Source: an optimization exercise on an open RTL-to-GDS flow (aim: small area, a short achievable clock period and few clock cycles per item). Production flows keep margins and buffers that such runs may drop.
At most, simulation tests tie the RTL to the original design; equivalence was not proved.
Only the layout flow was run in run 2; the RTL was not checked for function there.

## flow/design.v (module list and top-level ports; edited modules follow where they fit)
// module systolic_array: 2291 lines
module systolic_array #(
    parameter DATAWIDTH = 16,
    parameter N_SIZE = 4
) (
    input clk, rst_n,
    input valid_in,
    input [N_SIZE*DATAWIDTH-1:0] matrix_a_in,  
    input [N_SIZE*DATAWIDTH-1:0] matrix_b_in,  
    output reg valid_out,
    output [N_SIZE*DATAWIDTH*2-1:0] matrix_out  
);
  // ...
==> flow/flow/run.sh <==
#!/bin/bash
# Layout flow: the standard ORFS flow (standard.sh) with three changes:
#  - after the standard synthesis, flow/fixpol.py removes most of the inverters that
#    Yosys' full-adder extraction leaves between full adders (each full adder may be used
#    in its inverted form, since FA(~a,~b,~c) = ~FA(a,b,c)); registers are not touched;
#  - the repair steps aim for a larger setup slack margin, so that the paths end well
#    below the 10 ns clock period; the SDC and the period are the standard flow's own;
#  - port buffers are buf_2, and the clock tree uses larger sink clusters.
set -euo pipefail
R=orfs/results/sky130hd/systolic_array/base
ARGS="SETUP_SLACK_MARGIN=6.6 CORE_UTILIZATION=65 CTS_CLUSTER_SIZE=30 CTS_CLUSTER_DIAMETER=60"
bash standard.sh synth > standard_synth.log 2>&1
cp $R/1_2_yosys.v $R/1_2_yosys.standard.v
python3 flow/fixpol.py $R/1_2_yosys.standard.v $R/1_2_yosys.v > fixpol.log 2>&1
bash standard.sh $ARGS BUFFER_PORTS_ARGS='-buffer_cell sky130_fd_sc_hd__buf_2' PRE_RESIZE_TCL=$PWD/flow/pre_resize.tcl finish > standard_flow.log 2>&1
==> flow/flow/fixpol.py <==
#!/usr/bin/env python3
"""Remove inverters around full adders in a sky130hd gate netlist.

A full adder is self-dual: FA(~a, ~b, ~c) = (~sum, ~carry).  Yosys' extract_fa leaves many
inverters between full adders; this script picks, for each full adder, whether to use it
as is or in its inverted form (all inputs and both outputs inverted) so that as few
inverters as possible are needed, and rewrites the netlist.  Only inverters and full
adders change (and xor2/xnor2 cells may swap with each other); registers are untouched.

usage: fixpol.py in.v out.v
"""
import random
import re
import sys
from collections import defaultdict

OUTPINS = {'X', 'Y', 'Q', 'Q_N', 'SUM', 'COUT', 'HI', 'LO'}
P = 'sky130_fd_sc_hd__'
# cells that can be replaced by their complement: new type, output pin renames
SWAP = {
    'xnor2_1': ('xor2_1', {'Y': 'X'}), 'xor2_1': ('xnor2_1', {'X': 'Y'}),
    'nand2_1': ('and2_1', {'Y': 'X'}), 'and2_1': ('nand2_1', {'X': 'Y'}),
    'nor2_1': ('or2_1', {'Y': 'X'}), 'or2_1': ('nor2_1', {'X': 'Y'}),
}


def parse(txt):
    cells = []
    for m in re.finditer(r'^(\s*)(sky130_fd_sc_hd__\w+)\s+(\S+)\s*\((.*?)\);\n', txt, re.S | re.M):
        typ, name, body = m.group(2), m.group(3), m.group(4)
        pins = [(p, n.strip()) for p, n in re.findall(r'\.(\w+)\(([^()]*)\)', body)]
        cells.append({'typ': typ, 'name': name, 'pins': pins, 'span': m.span()})
    return cells


def esc(n):
    return n + ' ' if n.startswith('\\') else n


def norm(n):
    # escaped identifiers keep their trailing space in the text; compare stripped
    return n.strip()


def main():
    src, dst = sys.argv[1], sys.argv[2]
    txt = open(src).read()
    cells = parse(txt)
    drv = {}
    loads = defaultdict(list)
    for ci, c in enumerate(cells):
        for p, n in c['pins']:
            if p in OUTPINS:
                drv[n] = (ci, p)
            else:
                loads[n].append((ci, p))
    ports = set()
    for m in re.finditer(r'^\s*(?:input|output)\s+(?:\[[^\]]*\]\s*)?(\S+);', txt, re.M):
        ports.add(m.group(1))

    assigned = set()
    for m in re.finditer(r'^\s*assign\s+(.*?);', txt, re.M | re.S):
        for t in re.findall(r'(\\\S+|[A-Za-z_][\w$]*(?:\s*\[\d+\])?)', m.group(1)):
            assigned.add(t.strip())
            assigned.add(t.strip().split('[')[0].strip())

    def frozen_net(n):
        return n in assigned or n.split('[')[0].strip() in assigned

    def is_fa(ci):
        return cells[ci]['typ'] in (P + 'fa_1', P + 'fa_2', P + 'fa_4')

    def is_inv(ci):
        return cells[ci]['typ'] in (P + 'inv_1', P + 'inv_2')

    def port_net(n):
        base = n.lstrip('\\').split('[')[0].strip()
        return base in ports

    # inverters we may remove: input not driven by an inverter, output not a port and
    # not driving an inverter
    removable = set()
    for ci, c in enumerate(cells):
        if not is_inv(ci):
            continue
        pins = dict(c['pins'])
        a, y = pins['A'], pins['Y']
        if a in drv and is_inv(drv[a][0]):
            continue
        if port_net(y) or port_net(a) or not loads[y] or frozen_net(y) or frozen_net(a):
            continue
        if any(is_inv(l[0]) for l in loads[y]):
            continue
        removable.add(ci)

    # sources: nets that feed removable inverters or full adders
    # each load pin: (cell, pin) wants value V(src) ^ w
    want = defaultdict(list)      # src net -> list of [cell, pin, w]
    for ci, c in enumerate(cells):
        if ci in removable:
            continue
        for p, n in c['pins']:
            if p in OUTPINS:
                continue
            if n in drv and drv[n][0] in removable:
                a = dict(cells[drv[n][0]]['pins'])['A']
                want[a].append([ci, p, 1])
            elif n in drv and is_fa(drv[n][0]):
                want[n].append([ci, p, 0])
            elif is_fa(ci):
                want[n].append([ci, p, 0])
    fas = [ci for ci in range(len(cells)) if is_fa(ci)
           and not any(p in OUTPINS and (port_net(n) or frozen_net(n)) for p, n in cells[ci]['pins'])]
    flip = {ci: 0 for ci in fas}

    def phi(n):
        d = drv.get(n)
        if d and d[0] in flip:
            return flip[d[0]]
        return 0

    def swappable(n):
        d = drv.get(n)
        if not d:
            return False
        t = cells[d[0]]['typ']
        if len(loads[n]) != len(want[n]) or port_net(n) or frozen_net(n):
            return False
        return t[len(P):] in SWAP

    def net_cost(n):
        ph = phi(n)
        need = [(w ^ flip.get(ci, 0) ^ ph) for ci, p, w in want[n]]
        if not any(need):
            return 0
        if all(need) and swappable(n):
            return 0
        return 1

    touch = defaultdict(set)
    for n, lst in want.items():
        d = drv.get(n)
        if d and d[0] in flip:
            touch[d[0]].add(n)
        for ci, p, w in lst:
            if ci in flip:
                touch[ci].add(n)

    base = sum(net_cost(n) for n in want)
    cur = base
    rng = random.Random(1)
    best = dict(flip)
    bestc = cur
    for rnd in range(60):
        improved = True
        while improved:
            improved = False
            order = list(fas)
            rng.shuffle(order)
            for v in order:
                nets = touch[v]
                before = sum(net_cost(n) for n in nets)
                flip[v] ^= 1
                after = sum(net_cost(n) for n in nets)
                if after < before:
                    cur += after - before
                    improved = True
                else:
                    flip[v] ^= 1
        if cur < bestc:
            bestc = cur
            best = dict(flip)
        # perturb
        flip = dict(best)
        cur = bestc
        for v in rng.sample(fas, max(1, len(fas) // 20)):
            nets = touch[v]
            before = sum(net_cost(n) for n in nets)
            flip[v] ^= 1
            cur += sum(net_cost(n) for n in nets) - before
    flip = best
    sys.stderr.write("fixpol: inverters on adder nets %d -> %d (%d full adders flipped)\n"
                     % (base, bestc, sum(flip.values())))

    # rewrite
    newpins = {ci: list(c['pins']) for ci, c in enumerate(cells)}
    newtyp = {ci: c['typ'] for ci, c in enumerate(cells)}
    added = []
    k = 0
    for n, lst in want.items():
        ph = phi(n)
        need = [(w ^ flip.get(ci, 0) ^ ph) for ci, p, w in lst]
        target = {}
        if any(need) and all(need) and swappable(n):
            d = drv[n][0]
            t = newtyp[d]
            nt, ren = SWAP[t[len(P):]]
            newtyp[d] = P + nt
            newpins[d] = [(ren.get(pp, pp), nn_) for pp, nn_ in newpins[d]]
            for (ci, p, w) in lst:
                target[(ci, p)] = n
        elif any(need):
            nn = 'fixpol_n%d' % k
            added.append((k, n, nn))
            k += 1
            for (ci, p, w), q in zip(lst, need):
                target[(ci, p)] = nn if q else n
        else:
            for (ci, p, w) in lst:
                target[(ci, p)] = n
        for (ci, p), t in target.items():
            newpins[ci] = [(pp, t if pp == p else nn_) for pp, nn_ in newpins[ci]]
    # flipped full adders keep their pins (inputs were rewired above); their outputs now
    # carry the inverted values, which the loads above account for
    out = []
    pos = 0
    for ci, c in enumerate(cells):
        s, e = c['span']
        out.append(txt[pos:s])
        pos = e
        if ci in removable:
            continue
        indent = re.match(r'\s*', txt[s:e]).group(0)
        body = ",\n".join("%s  .%s(%s)" % (indent.strip('\n'), p, esc(n)) for p, n in newpins[ci])
        out.append("%s%s %s (\n%s\n%s);\n" % (indent, newtyp[ci], c['name'], body, indent.strip('\n')))
    rest = txt[pos:]
    decl = "".join("  wire %s;\n" % nn for _, _, nn in added)
    insts = "".join("  %sinv_1 fixpol_inv%d (\n    .A(%s),\n    .Y(%s)\n  );\n" % (P, i, esc(n), nn)
                    for i, n, nn in added)
    rest = rest.replace("endmodule", insts + "endmodule", 1)
    res = "".join(out) + rest
    # declare the new wires after the module's port list
    m = re.search(r'\);\n', res)
    res = res[:m.end()] + decl + res[m.end():]
    open(dst, 'w').write(res)


if __name__ == '__main__':
    main()
==> flow/flow/pre_resize.tcl <==
set_max_fanout 20 [current_design]
==> flow/standard.sh <==
#!/bin/bash
# synth_recipe.tcl (not shown) runs the flow's synth.tcl, then flattens the netlist and writes it again
# the make line also repeats each setting of config.mk as NAME=value (left out here)
make -C /OpenROAD-flow-scripts/flow DESIGN_CONFIG=/design/flow/config.mk WORK_HOME=/design/flow/orfs CLKGATE_MAP_FILE= SYNTH_SCRIPT=/design/flow/synth_recipe.tcl "${@:-finish}"
==> flow/config.mk <==
export PLATFORM = sky130hd
export DESIGN_NAME = systolic_array
export DESIGN_NICKNAME = systolic_array
export VERILOG_FILES = /design/flow/design.v
export SDC_FILE = /design/flow/constraint.sdc
export NUM_CORES = 8
export LEC_CHECK = 0
export CAP_MARGIN = 20
export CORE_MARGIN = 2
export CORE_UTILIZATION = 40
export SLEW_MARGIN = 20
==> flow/constraint.sdc <==
create_clock -name core_clock -period 10.0 [get_ports {clk}]
set_input_delay 2.0000 -clock core_clock [delete_from_list [all_inputs] [get_ports {clk}]]
set_output_delay 2.0000 -clock core_clock [all_outputs]
set_load 0.01 [all_outputs]
==> flow_metrics.tcl, run 1 <==
set metrics [dict create \
    antenna_left 0 \
    io_pins 260 \
    rsz0062_at_grt "yes" \
    crit_path_start "btwo[1]$_DFF_P_" \
    layout.nets 5546 \
    period_share_pct 34.1 \
    arrival_ns 3.94 \
    grt_max_degree 32 \
    cts_tree "yes" \
    drc 0 \
    hold_viol 0 \
    seq_cells 982 \
    r2r-end "pc1[14]$_DFF_P_" \
    vias 36200 \
    status "timing/DRC/antenna clean" \
    clock_latency_ns 0.66 \
    multi_input_gates 3041 \
    met2_length_microns 65400 \
    grt_util_met2_pct 53.9 \
    cts-root-buf "clkbuf_16" \
    multi_input_area_sq_um 31200 \
    path_depth 10 \
    buf_share_pct 7.87 \
    io_buffers 259 \
    path_cells "buf_12, buf_12, buf_12, buf_4, a22oi_1, xnor2_1, fa_1, fa_1, fa_2, fa_1" \
]
Testbench counts, summed over its fixed seeds: cycles 14,592, matrices 768.
==> inputs of run 2 (changes only) <==
--- a/flow/design.v
+++ b/flow/design.v
@@ -22,19 +22,19 @@
                 cnt <= valid_in ? 5'd1 : 5'd0;
             else if (cnt == 5'd18)
                 cnt <= 5'd0;
             else
                 cnt <= cnt + 5'd1;
             valid_out <= (cnt == 5'd5) || (cnt == 5'd9) || (cnt == 5'd13) || (cnt == 5'd17);
         end
     end
-    reg last;
+    reg first;       
     always @(posedge clk)
-        last <= (cnt[1:0] == 2'd0);
+        first <= (cnt[1:0] == 2'd1);
     reg [15:0] ra1_0, ra1_1, ra1_2, ra1_3;
     reg [15:0] ra2_0, ra2_1, ra2_2, ra2_3;
     reg [15:0] ra3_0, ra3_1, ra3_2, ra3_3;
     reg [63:0] rb0, rb1, rb2, rb3;
     always @(posedge clk) begin
         ra1_0 <= ld ? matrix_a_in[16 +: 16] : ra1_3;
         ra2_0 <= ld ? matrix_a_in[32 +: 16] : ra2_3;
         ra3_0 <= ld ? matrix_a_in[48 +: 16] : ra3_3;
@@ -621,23 +621,20 @@
     assign m0_c259 = (m0_c149 & m0_c199) | (m0_c149 & m0_s200) | (m0_c199 & m0_s200);
     assign m0_s260 = pp0_8[14] ^ m0_c201 ^ m0_s202;
     assign m0_c261 = (pp0_8[14] & m0_c201) | (pp0_8[14] & m0_s202) | (m0_c201 & m0_s202);
     assign m0_s262 = ~bneg[7] ^ pp0_8[15] ^ m0_c203;
     assign m0_c263 = (~bneg[7] & pp0_8[15]) | (~bneg[7] & m0_c203) | (pp0_8[15] & m0_c203);
     wire [31:0] t0s = {m0_c261, m0_c259, m0_c257, m0_c255, m0_c253, m0_c251, m0_c249, m0_c247, m0_c245, m0_c243, m0_c241, m0_c239, m0_c237, m0_c235, m0_c233, m0_c231, m0_c229, m0_c227, m0_c225, m0_c223, m0_c221, m0_c219, m0_c217, m0_c215, m0_c213, m0_c211, m0_c209, m0_c207, m0_c205, bneg[1], pp0_0[1], pp0_0[0]};
     wire [31:0] t0c = {m0_s262, m0_s260, m0_s258, m0_s256, m0_s254, m0_s252, m0_s250, m0_s248, m0_s246, m0_s244, m0_s242, m0_s240, m0_s238, m0_s236, m0_s234, m0_s232, m0_s230, m0_s228, m0_s226, m0_s224, m0_s222, m0_s220, m0_s218, m0_s216, m0_s214, m0_s212, m0_s210, m0_s208, m0_s206, m0_s204, 1'b0, bneg[0]};
     reg [31:0] ps0, pc0, acc0;
-    reg [31:0] out0;
-    wire [31:0] sum0 = acc0 + ps0 + pc0;
     always @(posedge clk) begin
         ps0 <= t0s;
         pc0 <= t0c;
-        out0 <= sum0;
-        acc0 <= last ? 32'd0 : sum0;
+        acc0 <= (first ? 32'd0 : acc0) + ps0 + pc0;
     end
     wire [15:0] b1 = rb0[16 +: 16];
     wire [16:0] b1x = {1'b0, b1};
     wire [16:0] b1y = {b1, 1'b0};
     wire [16:0] pp1_0 = ((bone[0] ? b1x : 17'd0) | (btwo[0] ? b1y : 17'd0)) ^ {17{bneg[0]}};
     wire [16:0] pp1_1 = ((bone[1] ? b1x : 17'd0) | (btwo[1] ? b1y : 17'd0)) ^ {17{bneg[1]}};
     wire [16:0] pp1_2 = ((bone[2] ? b1x : 17'd0) | (btwo[2] ? b1y : 17'd0)) ^ {17{bneg[2]}};
     wire [16:0] pp1_3 = ((bone[3] ? b1x : 17'd0) | (btwo[3] ? b1y : 17'd0)) ^ {17{bneg[3]}};
@@ -1172,23 +1169,20 @@
     assign m1_c259 = (m1_c149 & m1_c199) | (m1_c149 & m1_s200) | (m1_c199 & m1_s200);
     assign m1_s260 = pp1_8[14] ^ m1_c201 ^ m1_s202;
     assign m1_c261 = (pp1_8[14] & m1_c201) | (pp1_8[14] & m1_s202) | (m1_c201 & m1_s202);
     assign m1_s262 = ~bneg[7] ^ pp1_8[15] ^ m1_c203;
     assign m1_c263 = (~bneg[7] & pp1_8[15]) | (~bneg[7] & m1_c203) | (pp1_8[15] & m1_c203);
     wire [31:0] t1s = {m1_c261, m1_c259, m1_c257, m1_c255, m1_c253, m1_c251, m1_c249, m1_c247, m1_c245, m1_c243, m1_c241, m1_c239, m1_c237, m1_c235, m1_c233, m1_c231, m1_c229, m1_c227, m1_c225, m1_c223, m1_c221, m1_c219, m1_c217, m1_c215, m1_c213, m1_c211, m1_c209, m1_c207, m1_c205, bneg[1], pp1_0[1], pp1_0[0]};
     wire [31:0] t1c = {m1_s262, m1_s260, m1_s258, m1_s256, m1_s254, m1_s252, m1_s250, m1_s248, m1_s246, m1_s244, m1_s242, m1_s240, m1_s238, m1_s236, m1_s234, m1_s232, m1_s230, m1_s228, m1_s226, m1_s224, m1_s222, m1_s220, m1_s218, m1_s216, m1_s214, m1_s212, m1_s210, m1_s208, m1_s206, m1_s204, 1'b0, bneg[0]};
     reg [31:0] ps1, pc1, acc1;
-    reg [31:0] out1;
-    wire [31:0] sum1 = acc1 + ps1 + pc1;
     always @(posedge clk) begin
         ps1 <= t1s;
         pc1 <= t1c;
-        out1 <= sum1;
-        acc1 <= last ? 32'd0 : sum1;
+        acc1 <= (first ? 32'd0 : acc1) + ps1 + pc1;
     end
     wire [15:0] b2 = rb0[32 +: 16];
     wire [16:0] b2x = {1'b0, b2};
     wire [16:0] b2y = {b2, 1'b0};
     wire [16:0] pp2_0 = ((bone[0] ? b2x : 17'd0) | (btwo[0] ? b2y : 17'd0)) ^ {17{bneg[0]}};
     wire [16:0] pp2_1 = ((bone[1] ? b2x : 17'd0) | (btwo[1] ? b2y : 17'd0)) ^ {17{bneg[1]}};
     wire [16:0] pp2_2 = ((bone[2] ? b2x : 17'd0) | (btwo[2] ? b2y : 17'd0)) ^ {17{bneg[2]}};
     wire [16:0] pp2_3 = ((bone[3] ? b2x : 17'd0) | (btwo[3] ? b2y : 17'd0)) ^ {17{bneg[3]}};
@@ -1723,23 +1717,20 @@
     assign m2_c259 = (m2_c149 & m2_c199) | (m2_c149 & m2_s200) | (m2_c199 & m2_s200);
     assign m2_s260 = pp2_8[14] ^ m2_c201 ^ m2_s202;
     assign m2_c261 = (pp2_8[14] & m2_c201) | (pp2_8[14] & m2_s202) | (m2_c201 & m2_s202);
     assign m2_s262 = ~bneg[7] ^ pp2_8[15] ^ m2_c203;
     assign m2_c263 = (~bneg[7] & pp2_8[15]) | (~bneg[7] & m2_c203) | (pp2_8[15] & m2_c203);
     wire [31:0] t2s = {m2_c261, m2_c259, m2_c257, m2_c255, m2_c253, m2_c251, m2_c249, m2_c247, m2_c245, m2_c243, m2_c241, m2_c239, m2_c237, m2_c235, m2_c233, m2_c231, m2_c229, m2_c227, m2_c225, m2_c223, m2_c221, m2_c219, m2_c217, m2_c215, m2_c213, m2_c211, m2_c209, m2_c207, m2_c205, bneg[1], pp2_0[1], pp2_0[0]};
     wire [31:0] t2c = {m2_s262, m2_s260, m2_s258, m2_s256, m2_s254, m2_s252, m2_s250, m2_s248, m2_s246, m2_s244, m2_s242, m2_s240, m2_s238, m2_s236, m2_s234, m2_s232, m2_s230, m2_s228, m2_s226, m2_s224, m2_s222, m2_s220, m2_s218, m2_s216, m2_s214, m2_s212, m2_s210, m2_s208, m2_s206, m2_s204, 1'b0, bneg[0]};
     reg [31:0] ps2, pc2, acc2;
-    reg [31:0] out2;
-    wire [31:0] sum2 = acc2 + ps2 + pc2;
     always @(posedge clk) begin
         ps2 <= t2s;
         pc2 <= t2c;
-        out2 <= sum2;
-        acc2 <= last ? 32'd0 : sum2;
+        acc2 <= (first ? 32'd0 : acc2) + ps2 + pc2;
     end
     wire [15:0] b3 = rb0[48 +: 16];
     wire [16:0] b3x = {1'b0, b3};
     wire [16:0] b3y = {b3, 1'b0};
     wire [16:0] pp3_0 = ((bone[0] ? b3x : 17'd0) | (btwo[0] ? b3y : 17'd0)) ^ {17{bneg[0]}};
     wire [16:0] pp3_1 = ((bone[1] ? b3x : 17'd0) | (btwo[1] ? b3y : 17'd0)) ^ {17{bneg[1]}};
     wire [16:0] pp3_2 = ((bone[2] ? b3x : 17'd0) | (btwo[2] ? b3y : 17'd0)) ^ {17{bneg[2]}};
     wire [16:0] pp3_3 = ((bone[3] ? b3x : 17'd0) | (btwo[3] ? b3y : 17'd0)) ^ {17{bneg[3]}};
@@ -2274,18 +2265,15 @@
     assign m3_c259 = (m3_c149 & m3_c199) | (m3_c149 & m3_s200) | (m3_c199 & m3_s200);
     assign m3_s260 = pp3_8[14] ^ m3_c201 ^ m3_s202;
     assign m3_c261 = (pp3_8[14] & m3_c201) | (pp3_8[14] & m3_s202) | (m3_c201 & m3_s202);
     assign m3_s262 = ~bneg[7] ^ pp3_8[15] ^ m3_c203;
     assign m3_c263 = (~bneg[7] & pp3_8[15]) | (~bneg[7] & m3_c203) | (pp3_8[15] & m3_c203);
     wire [31:0] t3s = {m3_c261, m3_c259, m3_c257, m3_c255, m3_c253, m3_c251, m3_c249, m3_c247, m3_c245, m3_c243, m3_c241, m3_c239, m3_c237, m3_c235, m3_c233, m3_c231, m3_c229, m3_c227, m3_c225, m3_c223, m3_c221, m3_c219, m3_c217, m3_c215, m3_c213, m3_c211, m3_c209, m3_c207, m3_c205, bneg[1], pp3_0[1], pp3_0[0]};
     wire [31:0] t3c = {m3_s262, m3_s260, m3_s258, m3_s256, m3_s254, m3_s252, m3_s250, m3_s248, m3_s246, m3_s244, m3_s242, m3_s240, m3_s238, m3_s236, m3_s234, m3_s232, m3_s230, m3_s228, m3_s226, m3_s224, m3_s222, m3_s220, m3_s218, m3_s216, m3_s214, m3_s212, m3_s210, m3_s208, m3_s206, m3_s204, 1'b0, bneg[0]};
     reg [31:0] ps3, pc3, acc3;
-    reg [31:0] out3;
-    wire [31:0] sum3 = acc3 + ps3 + pc3;
     always @(posedge clk) begin
         ps3 <= t3s;
         pc3 <= t3c;
-        out3 <= sum3;
-        acc3 <= last ? 32'd0 : sum3;
+        acc3 <= (first ? 32'd0 : acc3) + ps3 + pc3;
     end
-    assign matrix_out = {out3, out2, out1, out0};
+    assign matrix_out = {acc3, acc2, acc1, acc0};
 endmodule
--- a/flow/flow/run.sh
+++ b/flow/flow/run.sh
@@ -7,9 +7,9 @@
 #    below the 10 ns clock period; the SDC and the period are the standard flow's own;
 #  - port buffers are buf_2, and the clock tree uses larger sink clusters.
 set -euo pipefail
 R=orfs/results/sky130hd/systolic_array/base
 ARGS="SETUP_SLACK_MARGIN=6.6 CORE_UTILIZATION=65 CTS_CLUSTER_SIZE=30 CTS_CLUSTER_DIAMETER=60"
 bash standard.sh synth > standard_synth.log 2>&1
 cp $R/1_2_yosys.v $R/1_2_yosys.standard.v
 python3 flow/fixpol.py $R/1_2_yosys.standard.v $R/1_2_yosys.v > fixpol.log 2>&1
-bash standard.sh $ARGS BUFFER_PORTS_ARGS='-buffer_cell sky130_fd_sc_hd__buf_2' PRE_RESIZE_TCL=$PWD/flow/pre_resize.tcl finish > standard_flow.log 2>&1
+bash standard.sh $ARGS BUFFER_PORTS_ARGS='-buffer_cell sky130_fd_sc_hd__buf_2' finish > standard_flow.log 2>&1
removed: flow/flow/pre_resize.tcl
==> run 2 against run 1 <==
- sequential share of layout area fell by 1.9 points
- synthesized area fell by 7.1%
- first-iteration DRC count fell by 29%
- still clean on timing, DRC and antenna
- non-clock buffer count fell by 70
- die area fell by 7.0%
- core utilization fell by 0.26 points
- synthesized cell count fell by 7.3%
- flip-flop and latch count fell by 128
==> flow_metrics.tcl, run 2 <==
set metrics [dict create \
    r2r_cells 15 \
    fmax_mhz 265 \
    syn_to_final_growth_pct 14.7 \
    io_buffers 259 \
    drc 0 \
    grt_pass1_vias 33900 \
    grt_max_degree 74 \
    routabilityCongestion 0.894 \
    r2r-end "acc1[30]$_DFF_P_" \
    worst_pin_slew_ns 1.09 \
    clock-sinks 854 \
    crit_type "register to register" \
    cp_max_fo 7 \
    drt_first_pass_iters 8 \
    final_cell_mix "dfxtp_1 (771), fa_1 (529), xnor2_1 (513)" \
    seqCellArea_sq_um 17300 \
    core-area_sq_um 73300 \
    path_clk_slew_ns 0.11 \
    finalWorstSetupSlack_ns 6.22 \
    setup_viol 0 \
    place_hpwl_microns 80600 \
    avgSynthCellArea_sq_um 11.6 \
    multi_input_area_sq_um 30700 \
    die_area_sq_um 76500 \
    start_kind "register" \
    holdPathEnd "ra1_2[6]$_DFF_P_" \
    period_share_pct 37.8 \
    relSlewSlack_pct 27.2 \
    pre_cts_slack_ns 5.35 \
    clock_latency_ns 0.70 \
    antenna_found_initial 1 \
    arrival_ns 4.37 \
    clock-skew-final_ns 0.0433 \
    cts_max_level 2 \
    layout.nets 5174 \
    syn-instance-count 4160 \
    dp.cells 5070 \
    track_usage_pct 33.8 \
    hold_start "ra1_1[6]$_DFF_P_" \
    drt_iter0_markers 3056 \
    grt_pass1_wl_microns 200000 \
    final_common_cell "dfxtp_1" \
    num_rows 99 \
    vias 33000 \
    cts_buffers 60 \
    nFillCells 4955 \
    io_pins 260 \
    final_core_util_pct 75.6 \
    clk_path_buf_depth 3 \
    wl_microns 134000 \
    antenna_left 0 \
    die_h_microns 277 \
    wl_per_cell_microns 25.2 \
    drt-vias-per-instance 6.21 \
    final.setup.tns_ns 0 \
    crit_required_ns 10.59 \
    hold_viol 0 \
    finalNonFillerCells 5305 \
    layout_min_cycle_time_ns 3.78 \
    yosysWarnings 1 \
    rrSetupSlack_ns 6.22 \
    hold_class "register to register" \
    timing.rr.start "first$_DFF_P_" \
    rsz0062_at_grt "yes" \
    maxCapViolations 0 \
    die_x_microns 277 \
    initial_core_util_pct 65.9 \
    syn_nets 5039 \
    drive_gt1_share_pct 22.0 \
    status "timing/DRC/antenna clean" \
    min_delay_path_depth 0 \
    cts-root-buf "clkbuf_16" \
    cts_tree "yes" \
    netlist_area_sq_um 48300 \
    overflow 0 \
    slew_viol_final 0 \
    end_kind "register" \
]
-- run 2: worst max-delay path, stage by stage (launching register included) --
cell and delay, ns:
dfxtp_4 0.45, buf_6 0.16, buf_12 0.13, buf_16 0.14, buf_12 0.13, nor2b_4 0.13
fa_1 0.46, ha_4 0.31, nand4_1 0.19, or3_4 0.39, o31ai_4 0.24, nor3_4 0.10
o31ai_4 0.29, nand3_1 0.15, a31oi_1 0.20, xor2_1 0.19
-- run 2: final cells by class --
class	instances	area share [%]
antenna	2	0.00903
clock inverter	49	1.62
inverter	75	0.558
tap	959	2.16
multi-input combinational	2877	55.4
sequential	854	31.1
clock buffer	62	2.74
timing repair buffer	427	6.33
-- run 2: worst max-delay path by stage --
stage | from | end | depth (start not counted)
2_1_floorplan | first$_DFF_P_ | acc0[28]$_DFF_P_ | 15
3_3_place_gp | first$_DFF_P_ | acc2[25]$_DFF_P_ | 14
3_5_place_dp | first$_DFF_P_ | acc2[27]$_DFF_P_ | 14
4_1_cts | first$_DFF_P_ | acc0[28]$_DFF_P_ | 14
5_1_grt | first$_DFF_P_ | acc1[30]$_DFF_P_ | 15
6_report | first$_DFF_P_ | acc1[30]$_DFF_P_ | 15
-- run 2: per-stage QoR --
stage | hold WS [ns] | area, sq um
final | 0.319 | 55400
after global routing | 0.318 | 55400
after CTS | 0.321 | 53400
after detailed placement | 0.312 | 50000
after global placement | 0.310 | 50000
after floorplan | 0.310 | 48400
-- run 2: metal layers --
| metal | share of wire (%) | up-vias | global-route usage [%] |
|---|---|---|---|
| met5 | 0 | - | 0 |
| met4 | 4.7 | 0 | 13.4 |
| met3 | 9.4 | 402 | 7.42 |
| met2 | 46 | 1713 | 54.2 |
| met1 | 40 | 16500 | 44.9 |
| li1 | - | 14400 | - |
-- run 2: timing repair --
| item | 4_1_cts | 5_1_grt |
|---|---|---|
| gates resized for setup | 149 | 250 |
| setup buffers | 32 | 75 |
| gates cloned | 7 | 8 |
| endpoints found under the hold margin | 0 | 0 |
| endpoints found under the setup margin | 262 | 151 |
| pin swaps | 21 | 112 |
| hold buffers | 0 | 0 |

afterwards: timing with drivers on the ports:
The results above use ideal ports. As a check the final layouts listed here were re-extracted and re-timed, cells and wires unchanged.
Step 1 assumes that a clkbuf_16 drives the clock port and a buf_2 every other input.
Step 2 adds t to the input delays and takes it off the output delays; t is the mean of the earliest and latest rising clock arrival at the registers after step 1. Input paths then give back, and output paths get back, about the clock's delay inside the block.
a / b / c = ideal ports / drivers / drivers and shift; a / b = the first two.
| run | t (ns) | setup slack, ns | worst setup path at the end | worst register clock-pin slew, ns |
|---|---|---|---|---|
| run 1 | 0.708 | 6.586 / 6.586 / 6.499 | input to register | 0.11 / 0.11 |
| run 2 | 0.753 | 6.223 / 6.223 / 6.223 | register to register | 0.11 / 0.11 |
After both steps setup and hold are still met in every run listed. The setup slack of run 1, which loses most, moves by 0.000 ns with the drivers and by -0.087 ns with both steps.
